From an optimization exercise on the open Yosys and OpenROAD flow, aimed at small area; shortcuts taken in it are not production practice.
Function was checked by simulation only, so behaviour that the tests miss may differ from the original.
Power is estimated from default activity; no workload was simulated.

## exp/maple
## user_logic
module user_logic
(
  IR_signal,
  Interrupt,
  Bus2IP_Clk,
  Bus2IP_Reset,
  Bus2IP_Data,
  Bus2IP_BE,
  Bus2IP_RdCE,
  Bus2IP_WrCE,
  IP2Bus_Data,
  IP2Bus_RdAck,
  IP2Bus_WrAck,
  IP2Bus_Error
);
For scale: ~97 flip-flops, ~81 I/O pins, roughly 4600 sq um of cells after synthesis.
clock: 10.0 ns
lec_check: 0
cap_margin: 20
core_margin: 2
core_utilization: 40
gpl_timing_driven: 0
slew_margin: 20
standard.sh (not shown) runs the stock make flow with config.mk's settings and CLKGATE_MAP_FILE= SYNTH_SCRIPT=/design/flow/synth_recipe.tcl, a recipe that flattens the netlist after the stock synthesis.
==> flow/flow/run.sh <==
#!/bin/bash
set -euo pipefail
cd "$(dirname "$0")/.."
bash standard.sh \
  BUFFER_PORTS_ARGS="-buffer_cell sky130_fd_sc_hd__buf_1" \
  CTS_ARGS="-sink_clustering_enable -repair_clock_nets -dont_use_dummy_load -sink_clustering_size 35 -sink_clustering_max_diameter 150 -buf_list sky130_fd_sc_hd__clkbuf_8" \
  finish > flow_make.log 2>&1
Modified inputs, exp/fjord compared to exp/maple
Settings: a deleted GPL_TIMING_DRIVEN that had been 0.
==> flow/flow/run.sh <==
#!/bin/bash
set -euo pipefail
cd "$(dirname "$0")/.."
bash standard.sh \
  BUFFER_PORTS_ARGS="-buffer_cell sky130_fd_sc_hd__buf_1" \
  CTS_ARGS="-sink_clustering_enable -repair_clock_nets -dont_use_dummy_load -buf_list sky130_fd_sc_hd__clkbuf_8" \
  finish > flow_make.log 2>&1
- Between exp/fjord and exp/maple, post-layout worst setup margin is higher for exp/fjord, exp/maple comes in under that.
- Y dimension of the die: exp/fjord vs exp/maple, no meaningful difference
- Changes observed in exp/fjord relative to exp/maple: worst ir drop on vdd has decreased; signed area change from the synthesized netlist to the final layout has decreased; number of detailed-routing iterations run before antenna repair has decreased; final net count has decreased; worst-case hold slack has increased.
- Compared exp/fjord vs exp/maple, and mean routed wirelength per cell is down in exp/fjord.
- Looking only at wire length reported by the detailed router, and setting everything else aside, the lower value of exp/fjord and exp/maple goes to exp/fjord.
- Slowest stage cell on the critical path = nor3b_1: exp/maple; slowest stage cell on the critical path = nor3b_2: exp/fjord
- exp/fjord vs. exp/maple: final design instance area without fill shrank by 100 sq um, post-detailed-placement cell area now smaller.
Inputs modified between exp/fjord and exp/violet:
==> flow/run.sh (new file) <==
#!/bin/bash
# synth_recipe.tcl (not shown) runs the flow's synth.tcl, then flattens the netlist and writes it again
# the make line also repeats each setting of config.mk as NAME=value (left out here)
make -C /OpenROAD-flow-scripts/flow DESIGN_CONFIG=/design/flow/config.mk WORK_HOME=/design/flow/orfs CLKGATE_MAP_FILE= SYNTH_SCRIPT=/design/flow/synth_recipe.tcl finish
removed: flow/flow/run.sh
removed: flow/standard.sh
[summary]
- Run comparison: exp/violet capturing element of the worst setup path IP2Bus_Data[14]; exp/fjord capturing element of the worst setup path IP2Bus_Data[15]
- Reported for exp/fjord and exp/violet, number of diodes turned out identical to the last digit.
- Comparing exp/fjord and exp/violet, maximum vdd drop is lower on exp/fjord.
- exp/violet vs exp/fjord — met2 demand-to-capacity share in global routing rose 2.2 points.
- Compared with exp/fjord, amount of wire on met3 after detailed routing in exp/violet decreased by more than 10%.
- exp/fjord and exp/violet ended up with nearly the same share of power burned in combinational logic.
#### Input delta (exp/juniper over exp/violet)
==> flow/flow/run.sh (new file) <==
#!/bin/bash
set -euo pipefail
cd "$(dirname "$0")/.."
bash standard.sh \
  BUFFER_PORTS_ARGS="-buffer_cell sky130_fd_sc_hd__buf_1" \
  CTS_ARGS="-sink_clustering_enable -repair_clock_nets -dont_use_dummy_load -root_buf sky130_fd_sc_hd__clkbuf_8 -buf_list sky130_fd_sc_hd__clkbuf_4" \
  finish > flow_make.log 2>&1
==> flow/standard.sh (new file) <==
#!/bin/bash
# synth_recipe.tcl (not shown) runs the flow's synth.tcl, then flattens the netlist and writes it again
# the make line also repeats each setting of config.mk as NAME=value (left out here)
make -C /OpenROAD-flow-scripts/flow DESIGN_CONFIG=/design/flow/config.mk WORK_HOME=/design/flow/orfs CLKGATE_MAP_FILE= SYNTH_SCRIPT=/design/flow/synth_recipe.tcl "${@:-finish}"
removed: flow/run.sh
--- outcome ---
exp/juniper did not stop at any stage, and its layout met the timing, DRC and antenna checks. Re share of post-route cells with drive strength above 1: exp/violet and exp/juniper aren't equal, and the higher value belongs to exp/violet. exp/juniper against exp/violet; cell area after layout is down by a little under 10%. exp/violet -> exp/juniper: die footprint delta 0, exact match. Summary — aggregate routed wire length, exp/juniper relative to exp/violet: lower, by 410 um. Against exp/violet, exp/juniper reports a global-route usage that is lower. Looking only at worst slack on hold paths, and setting everything else aside, the lower value of exp/violet and exp/juniper goes to exp/violet.

==> port drivers added, routing unchanged <==
Ports are ideal in the flow. The routed layouts listed here were re-timed in OpenROAD. Step 1, drivers: a clkbuf_16 drives Bus2IP_Clk and a buf_2 each remaining input, both assumed. Step 2, shift: input delay + t, output delay - t, t = (earliest + latest rising clock arrival at the registers) / 2. This alone moves slack from input paths to output paths. Slacks: ideal / step 1 / step 2; pairs: ideal / step 1.
run	shift t [ns]	slack for setup (ns)	worst setup path at the end	pins driven straight from the clock port
exp/maple	0.394	4.156 / 4.132 / 4.132	input to output	1
exp/fjord	0.390	4.490 / 4.468 / 4.468	input to output	1
exp/violet	0.366	3.764 / 3.733 / 3.733	input to output	1
exp/juniper	0.390	4.490 / 4.468 / 4.468	input to output	1
After both steps every run listed still meets setup and hold. For exp/violet, which loses most, drivers alone change the setup slack by -0.031 ns; drivers and shift together by -0.031 ns.
